What follows belongs to an exercise in optimizing a design on an open flow for small area and a short achievable clock period; a production flow would make more cautious choices. At most, simulation tests tie the RTL to the original design; equivalence was not proved. Power figures rest on the tool's default switching activity, not on a simulated workload.

==> 04-21 <==
// multiplier
module multiplier (a, b, prod, qnan, infinity, zero, normal, clk);
input [15:0] a, b;
input clk;
output [15:0] prod;
output qnan, infinity, zero, normal;
wire [12:0] bx = {1'b0, ~&b[14:10] & |b[14:10], b[9:0], 1'b0};
wire [5:0] c_bo, c_bt;
genvar gi;
generate for (gi = 0; gi < 6; gi = gi + 1) begin : rec
  assign c_bo[gi] = bx[2*gi+1] ^ bx[2*gi];
  assign c_bt[gi] = (bx[2*gi+2] & ~bx[2*gi+1] & ~bx[2*gi]) | (~bx[2*gi+2] & bx[2*gi+1] & bx[2*gi]);
end endgenerate
reg [10:0] sa;
reg [5:0] bo, bt;
reg [4:0] bn;
reg [4:0] ea, eb;
reg sgn1;
always @(posedge clk) begin
  sa <= {~&a[14:10] & |a[14:10], a[9:0]};
  bo <= c_bo;
  bt <= c_bt;
  bn <= {b[9], b[7], b[5], b[3], b[1]};
  ea <= a[14:10];
  eb <= b[14:10];
  sgn1 <= a[15] ^ b[15];
end
wire b_m0 = ~|{bo[4:0], bt[4:0]};
wire a_m0 = ~|sa[9:0];
wire a_e1 = &ea, b_e1 = &eb;
wire a_n = ~a_e1 & |ea, b_n = ~b_e1 & |eb;
wire a_inf = a_e1 & a_m0, b_inf = b_e1 & b_m0;
wire a_zero = ~a_n & ~a_e1 & a_m0, b_zero = ~b_n & ~b_e1 & b_m0;
wire c_qnan = (a_inf & b_zero) | (b_inf & a_zero);
wire c_zero = ~a_inf & ~b_inf & (a_zero | b_zero);
wire c_fin = ~a_e1 & ~b_e1 & ~a_zero & ~b_zero;
wire [5:0] esum = ea + eb;
wire [4:0] pe_nn = esum[4:0] + 5'd17;
wire [4:0] c_pe0 = (a_n & b_n) ? pe_nn : a_n ? ea : b_n ? eb : 5'd15;
wire [4:0] c_pe1 = c_pe0 + 5'd1;
wire c_f0 = c_fin & (~(a_n & b_n) | (esum <= 6'd45));
wire c_f1 = c_fin & ((a_n & b_n) ? (esum <= 6'd44) : a_n ? (ea != 5'd30) : b_n ? (eb != 5'd30) : 1'b1);
wire pp_0_0 = ~(bn[0] ^ ((bo[0] & sa[0])));
wire pp_0_1 = ~(bn[0] ^ ((bo[0] & sa[1]) | (bt[0] & sa[0])));
wire pp_0_2 = ~(bn[0] ^ ((bo[0] & sa[2]) | (bt[0] & sa[1])));
wire pp_0_3 = ~(bn[0] ^ ((bo[0] & sa[3]) | (bt[0] & sa[2])));
wire pp_0_4 = ~(bn[0] ^ ((bo[0] & sa[4]) | (bt[0] & sa[3])));
wire pp_0_5 = ~(bn[0] ^ ((bo[0] & sa[5]) | (bt[0] & sa[4])));
wire pp_0_6 = ~(bn[0] ^ ((bo[0] & sa[6]) | (bt[0] & sa[5])));
wire pp_0_7 = ~(bn[0] ^ ((bo[0] & sa[7]) | (bt[0] & sa[6])));
wire pp_0_8 = ~(bn[0] ^ ((bo[0] & sa[8]) | (bt[0] & sa[7])));
wire pp_0_9 = ~(bn[0] ^ ((bo[0] & sa[9]) | (bt[0] & sa[8])));
wire pp_0_10 = ~(bn[0] ^ ((bo[0] & sa[10]) | (bt[0] & sa[9])));
wire pp_0_11 = ~(bn[0] ^ ((bt[0] & sa[10])));
wire pp_1_0 = ~(bn[1] ^ ((bo[1] & sa[0])));
  ...
clock: 12.0 ns
lec_check: 0
cap_margin: 20
core_margin: 2
core_utilization: 62
cts_buf_list: sky130_fd_sc_hd__clkbuf_8
place_density: 0.75
slew_margin: 20
synth_hierarchical: 1
standard.sh (not shown) runs the stock make flow with config.mk's settings and CLKGATE_MAP_FILE= SYNTH_SCRIPT=/design/flow/synth_recipe.tcl, a recipe that flattens the netlist after the stock synthesis.
==> flow/flow/run.sh <==
#!/bin/bash
set -euo pipefail
cp standard.sh standard_copy.sh
sed "s|^make -C|make SETUP_SLACK_MARGIN=7.8 'CTS_ARGS=-sink_clustering_enable -repair_clock_nets -buf_list sky130_fd_sc_hd__clkbuf_8 -dont_use_dummy_load' -C|" standard.sh > tight.sh
grep -q "SETUP_SLACK_MARGIN=7.8 'CTS_ARGS=" tight.sh
bash tight.sh > make_flow.log 2>&1
==> inputs of 07-16, as changes to 04-21 <==
--- a/flow/design.v
+++ b/flow/design.v
@@ -9,20 +9,21 @@
 generate for (gi = 0; gi < 6; gi = gi + 1) begin : rec
   assign c_bo[gi] = bx[2*gi+1] ^ bx[2*gi];
   assign c_bt[gi] = (bx[2*gi+2] & ~bx[2*gi+1] & ~bx[2*gi]) | (~bx[2*gi+2] & bx[2*gi+1] & bx[2*gi]);
 end endgenerate
 reg [10:0] sa;
 reg [5:0] bo, bt;
-reg [4:0] bn;
+reg [4:0] bn, bnn;
 reg [4:0] ea, eb;
 reg sgn1;
 always @(posedge clk) begin
   sa <= {~&a[14:10] & |a[14:10], a[9:0]};
   bo <= c_bo;
   bt <= c_bt;
   bn <= {b[9], b[7], b[5], b[3], b[1]};
+  bnn <= ~{b[9], b[7], b[5], b[3], b[1]};
   ea <= a[14:10];
   eb <= b[14:10];
   sgn1 <= a[15] ^ b[15];
 end
 wire b_m0 = ~|{bo[4:0], bt[4:0]};
 wire a_m0 = ~|sa[9:0];
@@ -108,13 +109,12 @@
 wire pp_5_6 = ~((bo[5] & sa[6]) | (bt[5] & sa[5]));
 wire pp_5_7 = ~((bo[5] & sa[7]) | (bt[5] & sa[6]));
 wire pp_5_8 = ~((bo[5] & sa[8]) | (bt[5] & sa[7]));
 wire pp_5_9 = ~((bo[5] & sa[9]) | (bt[5] & sa[8]));
 wire pp_5_10 = ~((bo[5] & sa[10]) | (bt[5] & sa[9]));
 wire pp_5_11 = ~((bt[5] & sa[10]));
-wire [4:0] bnn = ~bn;
 wire s1, c2, s3, c4, s5, c6, s7, c8, s9, c10, s11, c12, s13, c14, s15, c16, s17, c18, s19, c20, s21, c22, s23, c24, s25, c26, s27, c28, s29, c30, s31, c32, s33, c34, s35, c36, s37, c38, s39, s40, c41, s42, c43, s44, c45, s46, c47, s48, c49, s50, c51, s52, c53, s54, c55, s56, c57, s58, c59, s60, c61, s62, c63, s64, c65, s66, c67, s68, c69, s70, s71, c72, s73, c74, s75, c76, s77, c78, s79, c80, s81, c82, s83, c84, s85, c86, s87, c88, s89, c90, s91, c92, s93, c94, s95, c96, s97, c98, s99, c100, s101, c102, s103, c104, s105, c106, s107, c108, s109;
 nhs us1 (.a(pp_0_6), .b(pp_1_4), .y(s1));
 nhc uc2 (.a(pp_0_6), .b(pp_1_4), .y(c2));
 nhs us3 (.a(pp_0_7), .b(pp_1_5), .y(s3));
 nhc uc4 (.a(pp_0_7), .b(pp_1_5), .y(c4));
 fa us5 (.y(pp_0_8), .x(pp_1_6), .cin(pp_2_4), .sum(s5), .cout(c6));
==> run summary <==
Clock Latency Late Sink: 07-16 0.36 ns; 04-21 0.34 ns
Most common cell after layout, fill and taps aside: 07-16 sky130_fd_sc_hd__xor2_1; 04-21 sky130_fd_sc_hd__xnor2_1
Amount of wire on met3 after detailed routing: 07-16 933 um; 04-21 834 um
Proportion of synthesized area in mux cells: 07-16 0.00362; 04-21 0
DIE AREA: 07-16 9690 um^2; 04-21 9470 um^2
Starting utilization of the core area: 07-16 0.637; 04-21 0.628
Post-layout min period: 07-16 4.17 ns; 04-21 4.16 ns
First DRT Iteration DRCs: 07-16 425; 04-21 340
Core footprint: 07-16 8680 um^2; 04-21 8590 um^2
Most frequent cell after synthesis: 07-16 sky130_fd_sc_hd__xor2_1; 04-21 sky130_fd_sc_hd__xnor2_1
Routed vias/inst: 07-16 6.16; 04-21 6.07
Placed cells: 07-16 734; 04-21 733
Post-synthesis instance area: 07-16 5530 um^2; 04-21 5400 um^2
Sequential cell count of the final layout: 07-16 67; 04-21 62
Fraction of the mapped netlist area in compound gates: 07-16 0.221; 04-21 0.221
Run status: 07-16 no timing/DRC/antenna violations; 04-21 no timing/DRC/antenna violations
GR met3 Demand/Resource: 07-16 0.0681; 04-21 0.0388
PD cells: 07-16 265 nW/um^2; 04-21 267 nW/um^2
No functional check of the RTL was part of any run of this note.

* * *

==> inputs of run a <==
multiplier, a different RTL version from the one above (not shown whole).
clock: 12.0 ns
lec_check: 0
cap_margin: 20
core_margin: 2
core_utilization: 55
cts_buf_list: sky130_fd_sc_hd__clkbuf_8
place_density: 0.7
slew_margin: 20
synth_hierarchical: 1
Scripts as last shown in full above: flow/flow/run.sh
==> run b (differences from run a) <==
==> flow/flow/run.sh (replaced) <==
#!/bin/bash
set -euo pipefail
cp standard.sh standard_copy.sh
sed "s|^make -C|make SETUP_SLACK_MARGIN=7.9 'CTS_ARGS=-sink_clustering_enable -repair_clock_nets -buf_list sky130_fd_sc_hd__clkbuf_8 -dont_use_dummy_load' 'BUFFER_PORTS_ARGS=-buffer_cell sky130_fd_sc_hd__buf_2' -C|" standard.sh > tight.sh
grep -q "BUFFER_PORTS_ARGS=-buffer_cell" tight.sh
bash tight.sh > make_flow.log 2>&1
Settings changed: CORE_UTILIZATION 55 to 62, PLACE_DENSITY 0.7 to 0.75.
==> run summary <==
- Between run b and run a, the lower clock skew is in run a (gap 0.0011 ns).
- Against run b, the non-clock buffer count of run a is lower by 1.
- In run a the total power is larger than in run b, by 2.7%.
- Against run a, the register-to-register slack of run b is higher by 0.11 ns.
- Between run b and run a, the lower final cell count is in run b (gap 3.0%, measured against run a).
==> figures <==
item                                                                      run b                    run a
Run status                                              complete, no violations  complete, no violations
Internal power                                                       0.000808 W               0.000846 W
Post-Place Cell Area                                                 5600 sq um               5890 sq um
Final standard cell utilization of the core                               71.9%                    66.8%
Multi-input combinational area share                                      66.4%                    63.2%
PD cells                                                            259 nW/um^2              253 nW/um^2
Pre-Repair DR Iteration Count                                                 7                        6
Crit. path cell count                                                         6                        3
Overall routed net length                                               12.2 mm                  12.8 mm
Overall die area                                                     9360 sq um              10500 sq um
Peak ir drop on the vdd network                                      0.000169 V               0.000160 V
Inverter count of the layout excluding clock inverters                       16                       15

* * *

==> run G <==
multiplier, a different RTL version from the one above (not shown whole).
clock: 12.0 ns
lec_check: 0
cap_margin: 20
core_margin: 2
core_utilization: 62
cts_buf_list: sky130_fd_sc_hd__clkbuf_8
place_density: 0.75
slew_margin: 20
synth_hierarchical: 1
==> flow/flow/run.sh <==
#!/bin/bash
set -euo pipefail
cp standard.sh standard_copy.sh
sed "s|^make -C|make SETUP_SLACK_MARGIN=7.8 'CTS_ARGS=-sink_clustering_enable -repair_clock_nets -buf_list sky130_fd_sc_hd__clkbuf_8 -dont_use_dummy_load' 'BUFFER_PORTS_ARGS=-buffer_cell sky130_fd_sc_hd__buf_2' -C|" standard.sh > tight.sh
grep -q "BUFFER_PORTS_ARGS=-buffer_cell" tight.sh
bash tight.sh > make_flow.log 2>&1
==> run F (differences from run G) <==
--- a/flow/design.v
+++ b/flow/design.v
@@ -31,15 +31,15 @@
 wire a_n = ~a_e1 & |ea, b_n = ~b_e1 & |eb;
 wire a_inf = a_e1 & a_m0, b_inf = b_e1 & b_m0;
 wire a_zero = ~a_n & ~a_e1 & a_m0, b_zero = ~b_n & ~b_e1 & b_m0;
 wire c_qnan = (a_inf & b_zero) | (b_inf & a_zero);
 wire c_zero = ~a_inf & ~b_inf & (a_zero | b_zero);
 wire c_fin = ~a_e1 & ~b_e1 & ~a_zero & ~b_zero;
 wire [5:0] esum = ea + eb;
-wire [4:0] pe_nn = esum[4:0] + 5'd17;
+wire [4:0] pe_nn = ea + eb + 5'd17;
 wire [4:0] c_pe0 = (a_n & b_n) ? pe_nn : a_n ? ea : b_n ? eb : 5'd15;
 wire [4:0] c_pe1 = c_pe0 + 5'd1;
 wire c_f0 = c_fin & (~(a_n & b_n) | (esum <= 6'd45));
 wire c_f1 = c_fin & ((a_n & b_n) ? (esum <= 6'd44) : a_n ? (ea != 5'd30) : b_n ? (eb != 5'd30) : 1'b1);
 wire pp_0_0 = ~(bn[0] ^ ((bo[0] & sa[0])));
 wire pp_0_1 = ~(bn[0] ^ ((bo[0] & sa[1]) | (bt[0] & sa[0])));
 wire pp_0_2 = ~(bn[0] ^ ((bo[0] & sa[2]) | (bt[0] & sa[1])));
@@ -340,36 +340,40 @@
 assign ncy[17] = G4_16;
 assign ncy[18] = G4_17;
 assign ncy[19] = G4_18;
 assign ncy[20] = G4_19;
 assign ncy[21] = G4_20;
 assign ncy[22] = G4_21;
 wire [21:0] raw = ~(cp ^ ncy[21:0]);
-wire c_f01 = c_f0 & ~c_f1;
-reg [10:0] r2;
-reg s02, s12, nf2, sgn2, q2, z2;
-reg [4:0] pe02, pe12;
+reg [11:0] r2;
+reg hin2, sgn2, q2, z2, f02, f12;
+reg [4:0] pe2;
 always @(posedge clk) begin
-  r2 <= raw[20:10];
-  s12 <= raw[21] & c_f1;
-  s02 <= ~raw[21] & c_f0;
-  nf2 <= ~c_zero & (~c_f0 | (raw[21] & c_f01));
+  r2 <= raw[21:10];
+  hin2 <= ~raw[21];
   sgn2 <= sgn1;
   q2 <= c_qnan;
   z2 <= c_zero;
-  pe02 <= c_pe0;
-  pe12 <= c_pe1;
+  f02 <= c_f0;
+  f12 <= c_f1;
+  pe2 <= c_pe0;
 end
+wire [4:0] pe2i = pe2 + 5'd1;
+wire [4:0] e0 = f02 ? pe2 : {5{~z2}};
+wire [4:0] e1 = f12 ? pe2i : {5{~z2}};
+wire hi = r2[11];
+wire lo = hin2;
+wire fin = (hi & f12) | (lo & f02);
 assign qnan = q2;
 assign zero = z2;
-assign normal = s12 | s02;
-assign infinity = nf2 & ~q2;
+assign normal = fin;
+assign infinity = ~(q2 | z2 | fin);
 assign prod[15] = sgn2;
-assign prod[14:10] = ({5{s12}} & pe12) | ({5{s02}} & pe02) | {5{nf2}};
-assign prod[9:0] = ({10{s12}} & r2[10:1]) | ({10{s02}} & r2[9:0]) | {q2, 3'b000, q2, 1'b0, q2, 1'b0, q2, 1'b0};
+assign prod[14:10] = ({5{hi}} & e1) | ({5{lo}} & e0);
+assign prod[9:0] = ({10{hi & f12}} & r2[10:1]) | ({10{lo & f02}} & r2[9:0]) | {q2, 3'b000, q2, 1'b0, q2, 1'b0, q2, 1'b0};
 endmodule
 module nhs (a, b, y);
 input a, b;
 output y;
 assign y = ~(a ^ b);
 endmodule
 module nhc (a, b, y);
==> flow/flow/run.sh (replaced) <==
#!/bin/bash
set -euo pipefail
cp standard.sh standard_copy.sh
sed "s|^make -C|make SETUP_SLACK_MARGIN=8.0 'CTS_ARGS=-sink_clustering_enable -repair_clock_nets -buf_list sky130_fd_sc_hd__clkbuf_8 -dont_use_dummy_load' 'BUFFER_PORTS_ARGS=-buffer_cell sky130_fd_sc_hd__buf_1' -C|" standard.sh > tight.sh
grep -q "BUFFER_PORTS_ARGS=-buffer_cell" tight.sh
bash tight.sh > make_flow.log 2>&1
==> run K (differences from run G) <==
--- a/flow/design.v
+++ b/flow/design.v
@@ -8,38 +8,37 @@
 genvar gi;
 generate for (gi = 0; gi < 6; gi = gi + 1) begin : rec
   assign c_bo[gi] = bx[2*gi+1] ^ bx[2*gi];
   assign c_bt[gi] = (bx[2*gi+2] & ~bx[2*gi+1] & ~bx[2*gi]) | (~bx[2*gi+2] & bx[2*gi+1] & bx[2*gi]);
 end endgenerate
 reg [10:0] sa;
 reg [5:0] bo, bt;
-reg [4:0] bn, bnn;
+reg [4:0] bn;
 reg [4:0] ea, eb;
 reg sgn1;
 always @(posedge clk) begin
   sa <= {~&a[14:10] & |a[14:10], a[9:0]};
   bo <= c_bo;
   bt <= c_bt;
   bn <= {b[9], b[7], b[5], b[3], b[1]};
-  bnn <= ~{b[9], b[7], b[5], b[3], b[1]};
   ea <= a[14:10];
   eb <= b[14:10];
   sgn1 <= a[15] ^ b[15];
 end
 wire b_m0 = ~|{bo[4:0], bt[4:0]};
 wire a_m0 = ~|sa[9:0];
 wire a_e1 = &ea, b_e1 = &eb;
 wire a_n = ~a_e1 & |ea, b_n = ~b_e1 & |eb;
 wire a_inf = a_e1 & a_m0, b_inf = b_e1 & b_m0;
 wire a_zero = ~a_n & ~a_e1 & a_m0, b_zero = ~b_n & ~b_e1 & b_m0;
 wire c_qnan = (a_inf & b_zero) | (b_inf & a_zero);
 wire c_zero = ~a_inf & ~b_inf & (a_zero | b_zero);
 wire c_fin = ~a_e1 & ~b_e1 & ~a_zero & ~b_zero;
 wire [5:0] esum = ea + eb;
-wire [4:0] pe_nn = esum[4:0] + 5'd17;
+wire [4:0] pe_nn = ea + eb + 5'd17;
 wire [4:0] c_pe0 = (a_n & b_n) ? pe_nn : a_n ? ea : b_n ? eb : 5'd15;
 wire [4:0] c_pe1 = c_pe0 + 5'd1;
 wire c_f0 = c_fin & (~(a_n & b_n) | (esum <= 6'd45));
 wire c_f1 = c_fin & ((a_n & b_n) ? (esum <= 6'd44) : a_n ? (ea != 5'd30) : b_n ? (eb != 5'd30) : 1'b1);
 wire pp_0_0 = ~(bn[0] ^ ((bo[0] & sa[0])));
 wire pp_0_1 = ~(bn[0] ^ ((bo[0] & sa[1]) | (bt[0] & sa[0])));
 wire pp_0_2 = ~(bn[0] ^ ((bo[0] & sa[2]) | (bt[0] & sa[1])));
@@ -108,14 +107,15 @@
 wire pp_5_5 = ~((bo[5] & sa[5]) | (bt[5] & sa[4]));
 wire pp_5_6 = ~((bo[5] & sa[6]) | (bt[5] & sa[5]));
 wire pp_5_7 = ~((bo[5] & sa[7]) | (bt[5] & sa[6]));
 wire pp_5_8 = ~((bo[5] & sa[8]) | (bt[5] & sa[7]));
 wire pp_5_9 = ~((bo[5] & sa[9]) | (bt[5] & sa[8]));
 wire pp_5_10 = ~((bo[5] & sa[10]) | (bt[5] & sa[9]));
 wire pp_5_11 = ~((bt[5] & sa[10]));
+wire [4:0] bnn = ~bn;
 wire s1, c2, s3, c4, s5, c6, s7, c8, s9, c10, s11, c12, s13, c14, s15, c16, s17, c18, s19, c20, s21, c22, s23, c24, s25, c26, s27, c28, s29, c30, s31, c32, s33, c34, s35, c36, s37, c38, s39, s40, c41, s42, c43, s44, c45, s46, c47, s48, c49, s50, c51, s52, c53, s54, c55, s56, c57, s58, c59, s60, c61, s62, c63, s64, c65, s66, c67, s68, c69, s70, s71, c72, s73, c74, s75, c76, s77, c78, s79, c80, s81, c82, s83, c84, s85, c86, s87, c88, s89, c90, s91, c92, s93, c94, s95, c96, s97, c98, s99, c100, s101, c102, s103, c104, s105, c106, s107, c108, s109;
 nhs us1 (.a(pp_0_6), .b(pp_1_4), .y(s1));
 nhc uc2 (.a(pp_0_6), .b(pp_1_4), .y(c2));
 nhs us3 (.a(pp_0_7), .b(pp_1_5), .y(s3));
 nhc uc4 (.a(pp_0_7), .b(pp_1_5), .y(c4));
 fa us5 (.y(pp_0_8), .x(pp_1_6), .cin(pp_2_4), .sum(s5), .cout(c6));
 nhs us7 (.a(pp_3_2), .b(pp_4_0), .y(s7));
@@ -340,36 +340,40 @@
 assign ncy[17] = G4_16;
 assign ncy[18] = G4_17;
 assign ncy[19] = G4_18;
 assign ncy[20] = G4_19;
 assign ncy[21] = G4_20;
 assign ncy[22] = G4_21;
 wire [21:0] raw = ~(cp ^ ncy[21:0]);
-wire c_f01 = c_f0 & ~c_f1;
-reg [10:0] r2;
-reg s02, s12, nf2, sgn2, q2, z2;
-reg [4:0] pe02, pe12;
+reg [11:0] r2;
+reg hin2, sgn2, q2, z2, f02, f12;
+reg [4:0] pe2;
 always @(posedge clk) begin
-  r2 <= raw[20:10];
-  s12 <= raw[21] & c_f1;
-  s02 <= ~raw[21] & c_f0;
-  nf2 <= ~c_zero & (~c_f0 | (raw[21] & c_f01));
+  r2 <= raw[21:10];
+  hin2 <= ~raw[21];
   sgn2 <= sgn1;
   q2 <= c_qnan;
   z2 <= c_zero;
-  pe02 <= c_pe0;
-  pe12 <= c_pe1;
+  f02 <= c_f0;
+  f12 <= c_f1;
+  pe2 <= c_pe0;
 end
+wire [4:0] pe2i = pe2 + 5'd1;
+wire [4:0] e0 = f02 ? pe2 : {5{~z2}};
+wire [4:0] e1 = f12 ? pe2i : {5{~z2}};
+wire hi = r2[11];
+wire lo = hin2;
+wire fin = (hi & f12) | (lo & f02);
 assign qnan = q2;
 assign zero = z2;
-assign normal = s12 | s02;
-assign infinity = nf2 & ~q2;
+assign normal = fin;
+assign infinity = ~(q2 | z2 | fin);
 assign prod[15] = sgn2;
-assign prod[14:10] = ({5{s12}} & pe12) | ({5{s02}} & pe02) | {5{nf2}};
-assign prod[9:0] = ({10{s12}} & r2[10:1]) | ({10{s02}} & r2[9:0]) | {q2, 3'b000, q2, 1'b0, q2, 1'b0, q2, 1'b0};
+assign prod[14:10] = ({5{hi}} & e1) | ({5{lo}} & e0);
+assign prod[9:0] = ({10{hi & f12}} & r2[10:1]) | ({10{lo & f02}} & r2[9:0]) | {q2, 3'b000, q2, 1'b0, q2, 1'b0, q2, 1'b0};
 endmodule
 module nhs (a, b, y);
 input a, b;
 output y;
 assign y = ~(a ^ b);
 endmodule
 module nhc (a, b, y);
==> flow/flow/run.sh (replaced) <==
#!/bin/bash
set -euo pipefail
cp standard.sh standard_copy.sh
sed "s|^make -C|make SETUP_SLACK_MARGIN=8.0 'CTS_ARGS=-sink_clustering_enable -repair_clock_nets -buf_list sky130_fd_sc_hd__clkbuf_8 -dont_use_dummy_load' 'BUFFER_PORTS_ARGS=-buffer_cell sky130_fd_sc_hd__buf_2' -C|" standard.sh > tight.sh
grep -q "BUFFER_PORTS_ARGS=-buffer_cell" tight.sh
bash tight.sh > make_flow.log 2>&1
==> comparison <==
- Via count: run F is larger than run G (about 4.6%).
- Fmax, lowest first: run G, run F, run K.
- Synthesized cell count, highest first: run G, run F, run K.
- Between run K and run F, the lower clock skew is in run F (gap 0.0021 ns).
- The lowest sequential cell count belongs to run K, the highest to run G.
- In run G the global-route usage is higher than in run K, by 0.78 points.
- The highest sequential share of layout area belongs to run G, the lowest to run K.
- In run G the non-clock buffer count is lower than in run F, by 16.
- Synthesized area, highest first: run G, run F, run K.
The RTL of run G and run F was laid out without a check of its function.

-- re-timing with driven ports --
The flow's constraints put no driver on any port. The routed layouts listed below were extracted and timed again, unchanged, in two steps. Step 1, drivers: a clkbuf_16 drives clk and a buf_2 each remaining input, both assumed. Step 2 moves the port delays by t, midway between the first and last clock arrival at a register: inputs arrive t later, outputs are due t later. That takes back most of the time a late clock gives input paths. a / b / c = ideal / step 1 / step 2; a / b = the first two.
run | shift t [ns] | setup slack, ns | worst setup path at the end | worst slew at a driven data input, ns | pins driven straight from the clock port
04-21 | 0.364 | 7.837 / 7.805 / 7.898 | register to register | 0.04 | 1
07-16 | 0.366 | 7.831 / 7.800 / 7.949 | register to register | 0.04 | 1
run a | 0.366 | 7.891 / 7.858 / 7.942 | register to register | 0.03 | 1
run b | 0.364 | 7.977 / 7.943 / 8.048 | register to register | 0.03 | 1
run G | 0.367 | 7.985 / 7.985 / 7.985 | register to register | 0.03 | 1
run F | 0.364 | 8.006 / 8.006 / 8.006 | register to register | 0.05 | 1
run K | 0.364 | 8.073 / 8.039 / 8.133 | register to register | 0.03 | 1
After both steps every run listed still meets setup and hold.
